Source: an optimization exercise on an open RTL-to-GDS flow (aim: small area and a short achievable clock period). Production flows keep margins and buffers that such runs may drop. RTL that was checked went through simulation tests only; none was proved equivalent to the original. The clock port is modelled as an ideal driver, which makes a skipped or thinned clock tree look cheaper than it is; a real chip needs a root buffer or a tree. Power and IR drop assume default switching activity.

== P ==
// MBF
module MBF(clk, reset, x_valid, x_in, y_valid, z_valid, y, z);
Size in the first run: roughly 750 cells after synthesis, about 29 I/O pins, about 11000 um^2 of cells after synthesis.
==> flow/config.mk <==
export PLATFORM = sky130hd
export DESIGN_NAME = MBF
export DESIGN_NICKNAME = MBF
export VERILOG_FILES = /design/flow/design.v
export SDC_FILE = /design/flow/constraint.sdc
export NUM_CORES = 4
export LEC_CHECK = 0
export CAP_MARGIN = 20
export CORE_MARGIN = 2
export CORE_UTILIZATION = 65
export SLEW_MARGIN = 20
export SYNTH_HIERARCHICAL = 1
==> flow/constraint.sdc <==
create_clock -name core_clock -period 12.0 [get_ports {clk}]
set_input_delay 2.4000 -clock core_clock [delete_from_list [all_inputs] [get_ports {clk}]]
set_output_delay 2.4000 -clock core_clock [all_outputs]
set_load 0.01 [all_outputs]
standard.sh (not shown) runs the stock make flow with config.mk's settings and CLKGATE_MAP_FILE= SYNTH_SCRIPT=/design/flow/synth_recipe.tcl, a recipe that flattens the netlist after the stock synthesis.
==> flow/flow/run.sh <==
#!/bin/bash
set -e
here=$(cd "$(dirname "$0")" && pwd)
export BUFFER_PORTS_ARGS="-buffer_cell sky130_fd_sc_hd__buf_2"
export POST_SYNTH_TCL="$here/post_synth.tcl"
export CTS_ARGS="-sink_clustering_enable -repair_clock_nets -dont_use_dummy_load -sink_clustering_size 32 -sink_clustering_max_diameter 100 -sink_clustering_buffer sky130_fd_sc_hd__clkbuf_16"
export POST_CTS_TCL="$here/post_cts.tcl"
bash standard.sh > standard.log 2>&1
==> flow/flow/post_cts.tcl <==
set block [ord::get_db_block]
foreach inst [$block getInsts] {
  if {[$inst getName] ne "clkbuf_0_clk"} { continue }
  set in_net [[$inst findITerm A] getNet]
  set out_net [[$inst findITerm X] getNet]
  set loads {}
  foreach it [$out_net getITerms] {
    if {[$it getInst] ne $inst} { lappend loads $it }
  }
  if {[llength $loads] > 4} {
    puts "post_cts: root buffer drives [llength $loads] loads, kept"
    break
  }
  foreach it $loads {
    $it disconnect
    $it connect $in_net
  }
  [$inst findITerm A] disconnect
  [$inst findITerm X] disconnect
  odb::dbInst_destroy $inst
  odb::dbNet_destroy $out_net
  puts "post_cts: removed root buffer, clock port drives [llength $loads] buffers"
}
estimate_parasitics -placement
report_clock_min_period

# Output-side drive: the flip-flops that drive output ports get drive
# strength 2 and the output port buffers buf_4.
foreach inst [$block getInsts] {
  set name [$inst getName]
  set m [[$inst getMaster] getName]
  if {$m eq "sky130_fd_sc_hd__dfxtp_1" && [regexp {^(y_r|z_r|v3)} $name]} {
    $inst swapMaster [[ord::get_db] findMaster sky130_fd_sc_hd__dfxtp_2]
  }
  if {$m eq "sky130_fd_sc_hd__buf_2" && [regexp {^output} $name]} {
    $inst swapMaster [[ord::get_db] findMaster sky130_fd_sc_hd__buf_4]
  }
}
detailed_placement
estimate_parasitics -placement
==> flow/flow/post_synth.tcl <==
# The delay line's polarity-flipping next-state cells come out of ABC at drive
# strength 2; they drive one flip-flop each and are far from critical.
foreach inst [get_cells *] {
  set m [get_property $inst ref_name]
  if {$m eq "sky130_fd_sc_hd__o2bb2ai_2"} {
    replace_cell $inst sky130_fd_sc_hd__o2bb2ai_1
  } elseif {$m eq "sky130_fd_sc_hd__a2bb2oi_2"} {
    replace_cell $inst sky130_fd_sc_hd__a2bb2oi_1
  }
}
#### Input delta (Q over P)
diff --git a/flow/flow/run.sh b/flow/flow/run.sh
--- a/flow/flow/run.sh
+++ b/flow/flow/run.sh
@@ -5,4 +5,3 @@
 export POST_SYNTH_TCL="$here/post_synth.tcl"
 export CTS_ARGS="-sink_clustering_enable -repair_clock_nets -dont_use_dummy_load -sink_clustering_size 32 -sink_clustering_max_diameter 100 -sink_clustering_buffer sky130_fd_sc_hd__clkbuf_16"
-export POST_CTS_TCL="$here/post_cts.tcl"
 bash standard.sh > standard.log 2>&1
removed: flow/flow/post_cts.tcl
### Flow results
Q did not stop at any stage, and its layout met the timing, DRC and antenna checks. Diff P -> Q: post-route cell area lost 0.36%, share of power burned in combinational logic now sits lower, internal power summed over all cells went down. P -> Q: final wirelength flat. Sequential share of layout area essentially unchanged between P and Q. Initial antenna violation count across Q and P: no real change. On wire length of the first global-routing pass, Q tracks P almost exactly. Q vs. P: final cycle utilization of the critical path went up by 1.1 points. Against P, length of routed wiring on met1 in Q fell slightly. Core utilization: Q lower than P.
The inputs of R differ from those of Q as listed below.
- a change of CORE_UTILIZATION from 65 to 75
diff --git a/flow/flow/run.sh b/flow/flow/run.sh
--- a/flow/flow/run.sh
+++ b/flow/flow/run.sh
@@ -5,3 +5,4 @@
 export POST_SYNTH_TCL="$here/post_synth.tcl"
 export CTS_ARGS="-sink_clustering_enable -repair_clock_nets -dont_use_dummy_load -sink_clustering_size 32 -sink_clustering_max_diameter 100 -sink_clustering_buffer sky130_fd_sc_hd__clkbuf_16"
+export POST_CTS_TCL="$here/post_cts.tcl"
 bash standard.sh > standard.log 2>&1
==> flow/flow/post_cts.tcl (new file) <==
set block [ord::get_db_block]
foreach inst [$block getInsts] {
  if {[$inst getName] ne "clkbuf_0_clk"} { continue }
  set in_net [[$inst findITerm A] getNet]
  set out_net [[$inst findITerm X] getNet]
  set loads {}
  foreach it [$out_net getITerms] {
    if {[$it getInst] ne $inst} { lappend loads $it }
  }
  if {[llength $loads] > 4} {
    puts "post_cts: root buffer drives [llength $loads] loads, kept"
    break
  }
  foreach it $loads {
    $it disconnect
    $it connect $in_net
  }
  [$inst findITerm A] disconnect
  [$inst findITerm X] disconnect
  odb::dbInst_destroy $inst
  odb::dbNet_destroy $out_net
  puts "post_cts: removed root buffer, clock port drives [llength $loads] buffers"
}
estimate_parasitics -placement
report_clock_min_period
All of Q and R finish clean.
Compared with Q, the detailed router inserted more vias in R.
R reports its timing endpoint of the critical path as z_r[7]$_DFF_P_ while Q reports y[4].
Design area in R is 75 um^2 lower than in Q
Measured against Q, the number of tap cells inserted of R comes out at 0.833 times the reference value.
Total number of placement rows of R falls short of that of Q by a few percent.
Summary of R over Q: met2 wire length went up, count of clock-buffer cells in the layout went down, critical path depth went up.
Input changes introduced in S (baseline for comparison: R):
- CORE_UTILIZATION changed from 75 to 65
Notes after the runs:
S went all the way through synthesis, placement and routing and the layout is clean on timing, DRC and antenna.
Data-path buffer share of cell area in the final layout: R vs S — no meaningful difference
Compared with R, S shows headroom to the max-slew limit higher by 0.24 points.
On number of nets at the end of the flow, S and R are neck and neck.
The total number of vias in S was lower than what R gave.
On overall power, S tracks R almost exactly.
S does worse than R on placeable core region.
R reports its cell type of the slowest stage on the worst timing path as sky130_fd_sc_hd__fa_1 while S reports sky130_fd_sc_hd__dfxtp_1.
Looking at site row count, S sits 3 above R.
Summary of S over R: filler-free cell count of the finished design saw an increase; post-layout instance area saw an increase.


== sierra ==
Another version of the RTL of MBF (not shown whole).
Size: roughly 11000 µm² of cells after synthesis.
==> flow/design.v (excerpt) <==
module MBF(clk, reset, x_valid, x_in, y_valid, z_valid, y, z);
input          clk;
input          reset;
input          x_valid;
input   [7:0]  x_in;
output         y_valid;
output         z_valid;
output  [7:0]  y;
output  [7:0]  z;
reg  [7:0] x0;           
reg        sh, nsh;      
reg        hd, nhd;      
always @(posedge clk) begin
    x0  <= x_in ^ 8'h7f;
    sh  <= x_valid & ~reset;
    nsh <= ~(x_valid & ~reset);
    hd  <= ~x_valid & ~reset;
    nhd <= ~(~x_valid & ~reset);
end
reg  [7:0] d0;
wire [7:0] d0_n;
reg  [7:0] d1;
wire [7:0] d1_n;
reg  [7:0] d2;
wire [7:0] d2_n;
reg  [7:0] d3;
wire [7:0] d3_n;
reg  [7:0] d4;
wire [7:0] d4_n;
reg  [7:0] d5;
wire [7:0] d5_n;
reg  [7:0] d6;
wire [7:0] d6_n;
reg  [7:0] d7;
wire [7:0] d7_n;
reg  [7:0] d8;
wire [7:0] d8_n;
reg  [7:0] d9;
wire [7:0] d9_n;
reg  [7:0] d10;
wire [7:0] d10_n;
reg  [7:0] d11;
wire [7:0] d11_n;
reg  [7:0] d12;
wire [7:0] d12_n;
reg  [7:0] d13;
wire [7:0] d13_n;
reg  [7:0] d14;
wire [7:0] d14_n;
MBF_dl_o22a u_d0_0 (x0[0], d0[0], nsh, nhd, d0_n[0]);
MBF_dl_o22a u_d0_1 (x0[1], d0[1], nsh, nhd, d0_n[1]);
MBF_dl_o22a u_d0_2 (x0[2], d0[2], nsh, nhd, d0_n[2]);
MBF_dl_o22a u_d0_3 (x0[3], d0[3], nsh, nhd, d0_n[3]);
MBF_dl_o22a u_d0_4 (x0[4], d0[4], nsh, nhd, d0_n[4]);
MBF_dl_o22a u_d0_5 (x0[5], d0[5], nsh, nhd, d0_n[5]);
MBF_dl_o22a u_d0_6 (x0[6], d0[6], nsh, nhd, d0_n[6]);
MBF_dl_a22o u_d0_7 (x0[7], d0[7], sh, hd, d0_n[7]);
MBF_dl_a2bb2o u_d1_0 (d0[0], d1[0], nsh, hd, d1_n[0]);
MBF_dl_a2bb2o u_d1_1 (d0[1], d1[1], nsh, hd, d1_n[1]);
MBF_dl_a2bb2o u_d1_2 (d0[2], d1[2], nsh, hd, d1_n[2]);
MBF_dl_a2bb2o u_d1_3 (d0[3], d1[3], nsh, hd, d1_n[3]);
MBF_dl_a2bb2o u_d1_4 (d0[4], d1[4], nsh, hd, d1_n[4]);
MBF_dl_a2bb2o u_d1_5 (d0[5], d1[5], nsh, hd, d1_n[5]);
MBF_dl_a2bb2o u_d1_6 (d0[6], d1[6], nsh, hd, d1_n[6]);
MBF_dl_o2bb2a u_d1_7 (d0[7], d1[7], sh, nhd, d1_n[7]);
MBF_dl_a22o u_d2_0 (d1[0], d2[0], sh, hd, d2_n[0]);
MBF_dl_a22o u_d2_1 (d1[1], d2[1], sh, hd, d2_n[1]);
MBF_dl_a22o u_d2_2 (d1[2], d2[2], sh, hd, d2_n[2]);
  ...
export LEC_CHECK = 0
export CAP_MARGIN = 20
export CORE_MARGIN = 2
export CORE_UTILIZATION = 65
export SLEW_MARGIN = 20
export SYNTH_HIERARCHICAL = 1
create_clock -name core_clock -period 12.0 [get_ports {clk}]
==> flow/flow/run.sh <==
#!/bin/bash
set -e
here=$(cd "$(dirname "$0")" && pwd)
export BUFFER_PORTS_ARGS="-buffer_cell sky130_fd_sc_hd__buf_2"
export POST_SYNTH_TCL="$here/post_synth.tcl"
export CTS_ARGS="-sink_clustering_enable -repair_clock_nets -dont_use_dummy_load -sink_clustering_size 28 -sink_clustering_max_diameter 100 -sink_clustering_buffer sky130_fd_sc_hd__clkbuf_16"
export POST_CTS_TCL="$here/post_cts.tcl"
bash standard.sh > standard.log 2>&1
==> flow/flow/post_cts.tcl <==
set block [ord::get_db_block]
foreach inst [$block getInsts] {
  if {[$inst getName] ne "clkbuf_0_clk"} { continue }
  set in_net [[$inst findITerm A] getNet]
  set out_net [[$inst findITerm X] getNet]
  set loads {}
  foreach it [$out_net getITerms] {
    if {[$it getInst] ne $inst} { lappend loads $it }
  }
  if {[llength $loads] > 4} {
    puts "post_cts: root buffer drives [llength $loads] loads, kept"
    break
  }
  foreach it $loads {
    $it disconnect
    $it connect $in_net
  }
  [$inst findITerm A] disconnect
  [$inst findITerm X] disconnect
  odb::dbInst_destroy $inst
  odb::dbNet_destroy $out_net
  puts "post_cts: removed root buffer, clock port drives [llength $loads] buffers"
}
estimate_parasitics -placement
report_clock_min_period
Scripts as last shown in full above: flow/flow/post_synth.tcl
Input changes introduced in lagoon (baseline for comparison: sierra):
==> flow/flow/run.sh <==
#!/bin/bash
set -e
here=$(cd "$(dirname "$0")" && pwd)
export BUFFER_PORTS_ARGS="-buffer_cell sky130_fd_sc_hd__buf_2"
export POST_SYNTH_TCL="$here/post_synth.tcl"
export CTS_ARGS="-sink_clustering_enable -repair_clock_nets -dont_use_dummy_load -sink_clustering_size 32 -sink_clustering_max_diameter 100 -sink_clustering_buffer sky130_fd_sc_hd__clkbuf_16"
export POST_CTS_TCL="$here/post_cts.tcl"
bash standard.sh > standard.log 2>&1
--- outcome ---
Compared with sierra, lagoon degrades register-to-register slack. Sort sierra and lagoon by fmax desc -> top: lagoon. sierra and lagoon ended up with nearly the same overall track demand over capacity in global routing. For clock power share, lagoon and sierra come out practically identical. Setup slack in lagoon is larger than in sierra. Detailed-routed wire length on met3 (lagoon vs. sierra) decreases by more than 10%. Going from sierra to lagoon, clock period minus final worst setup slack decreased 0.014 ns, total power flat.


Setup of lane 1:
Another version of the RTL of MBF (not shown whole).
For scale: roughly 780 cells after synthesis, about 29 I/O pins, ~11000 µm² of cells after synthesis.
==> flow/config.mk <==
export PLATFORM = sky130hd
export DESIGN_NAME = MBF
export DESIGN_NICKNAME = MBF
export VERILOG_FILES = /design/flow/design.v
export SDC_FILE = /design/flow/constraint.sdc
export NUM_CORES = 4
export LEC_CHECK = 0
export CAP_MARGIN = 20
export CORE_MARGIN = 2
export CORE_UTILIZATION = 65
export SLEW_MARGIN = 20
export SYNTH_HIERARCHICAL = 1
==> flow/constraint.sdc <==
create_clock -name core_clock -period 12.0 [get_ports {clk}]
set_input_delay 2.4000 -clock core_clock [delete_from_list [all_inputs] [get_ports {clk}]]
set_output_delay 2.4000 -clock core_clock [all_outputs]
set_load 0.01 [all_outputs]
==> flow/flow/run.sh <==
#!/bin/bash
set -e
here=$(cd "$(dirname "$0")" && pwd)
export BUFFER_PORTS_ARGS="-buffer_cell sky130_fd_sc_hd__buf_2"
export POST_SYNTH_TCL="$here/post_synth.tcl"
export CTS_ARGS="-sink_clustering_enable -repair_clock_nets -dont_use_dummy_load"
bash standard.sh > standard.log 2>&1
Scripts as last shown in full above: flow/flow/post_synth.tcl
## Diff of input files: lane 2 against lane 1
- CTS_CLUSTER_SIZE: unset -> 30
==> flow/flow/run.sh <==
#!/bin/bash
set -e
export BUFFER_PORTS_ARGS="-buffer_cell sky130_fd_sc_hd__buf_2"
bash standard.sh > standard.log 2>&1
removed: flow/flow/post_synth.tcl
- Lane 2: all stages complete, timing, DRC and antenna checks passed
- Met3 layer wire length in the routed design: lane 2 vs lane 1 up about 9%
- met1 capacity usage during global routing in lane 2 is 0.44 points above lane 1.
- Setup slack in lane 2 is smaller than in lane 1.
- Compared lane 2 vs lane 1, and design area is up in lane 2.
- When lane 2 is set beside lane 1, its proportion of power drawn by the clock network turns out to be 2.0 points larger.
- Summary of the comparison: number of optimization iterations in the first detailed-route pass is higher in lane 2, relative to lane 1.
- Diff lane 2 and lane 1: actual transition at the worst max-transition pin lower in lane 1
- Mean routed wirelength per cell up 0.82 µm in lane 2 wrt lane 1
- Final cell count in lane 2 is 20 higher than in lane 1
- Lane 2 packs its core tighter than lane 1.
- The sequential share of layout area in lane 2 was lower than what lane 1 gave.
No run of this note included a check of the RTL's function; only the layout flow was run.


MBF again, from the RTL that the note above started with.
==> flow/config.mk <==
export PLATFORM = sky130hd
export DESIGN_NAME = MBF
export DESIGN_NICKNAME = MBF
export VERILOG_FILES = /design/flow/design.v
export SDC_FILE = /design/flow/constraint.sdc
export NUM_CORES = 4
export LEC_CHECK = 0
export CAP_MARGIN = 20
export CORE_MARGIN = 2
export CORE_UTILIZATION = 65
export CTS_BUF_LIST = sky130_fd_sc_hd__clkbuf_8
export CTS_CLUSTER_SIZE = 24
export SLEW_MARGIN = 20
export SYNTH_HIERARCHICAL = 1
==> flow/constraint.sdc <==
create_clock -name core_clock -period 12.0 [get_ports {clk}]
set_input_delay 2.4000 -clock core_clock [delete_from_list [all_inputs] [get_ports {clk}]]
set_output_delay 2.4000 -clock core_clock [all_outputs]
set_load 0.01 [all_outputs]
==> flow/flow/run.sh <==
#!/bin/bash
set -e
export BUFFER_PORTS_ARGS="-buffer_cell sky130_fd_sc_hd__buf_2"
bash standard.sh > standard.log 2>&1
The first run ran to the end with no violations.
Then changed:
==> flow/flow/run.sh (replaced) <==
#!/bin/bash
set -e
here=$(cd "$(dirname "$0")" && pwd)
export BUFFER_PORTS_ARGS="-buffer_cell sky130_fd_sc_hd__buf_2"
export POST_SYNTH_TCL="$here/post_synth.tcl"
export CTS_ARGS="-sink_clustering_enable -repair_clock_nets -dont_use_dummy_load -sink_clustering_size 32 -sink_clustering_max_diameter 100 -sink_clustering_buffer sky130_fd_sc_hd__clkbuf_16"
bash standard.sh > standard.log 2>&1
==> flow/flow/post_synth.tcl (new file) <==
# The delay line's polarity-flipping next-state cells come out of ABC at drive
# strength 2; they drive one flip-flop each and are far from critical.
foreach inst [get_cells *] {
  set m [get_property $inst ref_name]
  if {$m eq "sky130_fd_sc_hd__o2bb2ai_2"} {
    replace_cell $inst sky130_fd_sc_hd__o2bb2ai_1
  } elseif {$m eq "sky130_fd_sc_hd__a2bb2oi_2"} {
    replace_cell $inst sky130_fd_sc_hd__a2bb2oi_1
  }
}
--- a/flow/config.mk
+++ b/flow/config.mk
@@ -10,4 +10,2 @@
 export CORE_UTILIZATION = 65
-export CTS_BUF_LIST = sky130_fd_sc_hd__clkbuf_8
-export CTS_CLUSTER_SIZE = 24
 export SLEW_MARGIN = 20
The new run produced a clean layout.
Power drops by roughly a tenth.
Routed wire length drops by a little under a tenth.
Fmax climbs slightly.
Final cell count drops by a few percent.
Then changed:
==> flow/flow/run.sh (replaced) <==
#!/bin/bash
set -e
export BUFFER_PORTS_ARGS="-buffer_cell sky130_fd_sc_hd__buf_2"
bash standard.sh > standard.log 2>&1
--- a/flow/config.mk
+++ b/flow/config.mk
@@ -9,3 +9,3 @@
 export CORE_MARGIN = 2
-export CORE_UTILIZATION = 65
+export CORE_UTILIZATION = 40
 export SLEW_MARGIN = 20
removed: flow/flow/post_synth.tcl
=> Cell count came out higher by 18%; register-to-register slack barely changes; synthesized area came out higher by 2.7%; count of clock-buffer cells in the layout came out higher by 23; sequential power came out higher by about 0.6%; fmax came out lower by 1.2%; clock skew came out lower by 0.041 ns; total power came out higher by 16%; utilization came out lower by 25 points; global-route usage came out lower by 8.1 points.
No functional check of the RTL was part of any run of this note.

## separate check: timing with driven ports
In the flow no input, the clock included, has a driving cell. The finished layouts below were timed again as built, in two steps. Step 1, drivers: a clkbuf_16 drives clk and a buf_2 each remaining input, both assumed. Step 2, shift: input delay + t, output delay - t, t = (earliest + latest rising clock arrival at the registers) / 2. This alone moves slack from input paths to output paths. Slacks: ideal ports / drivers / drivers and shift; pairs: ideal ports / drivers.
run	t (ns)	setup WS [ns]	worst hold slack (ns)	worst data-port slew with drivers (ns)
P	0.379	8.802 / 8.743 / 8.813	0.356 / 0.356 / 0.356	0.03
Q	0.500	8.671 / 8.627 / 8.819	0.356 / 0.356 / 0.356	0.03
R	0.372	8.801 / 8.771 / 8.801	0.374 / 0.374 / 0.374	0.03
S	0.380	8.805 / 8.746 / 8.819	0.354 / 0.354 / 0.354	0.03
sierra	0.382	8.806 / 8.747 / 8.989	0.355 / 0.355 / 0.355	0.03
lagoon	0.381	8.820 / 8.763 / 8.940	0.355 / 0.355 / 0.355	0.03
lane 1	0.530	8.664 / 8.618 / 8.894	0.357 / 0.357 / 0.357	0.03
lane 2	0.546	8.654 / 8.607 / 8.868	0.364 / 0.364 / 0.364	0.03
the first run of note 4	0.550	8.632 / 8.592 / 8.809	0.362 / 0.362 / 0.362	0.03
the second run of note 4	0.499	8.675 / 8.627 / 8.871	0.362 / 0.362 / 0.362	0.03
the third run of note 4	0.553	8.635 / 8.589 / 8.864	0.352 / 0.352 / 0.352	0.03
After both steps every run listed still meets setup and hold.
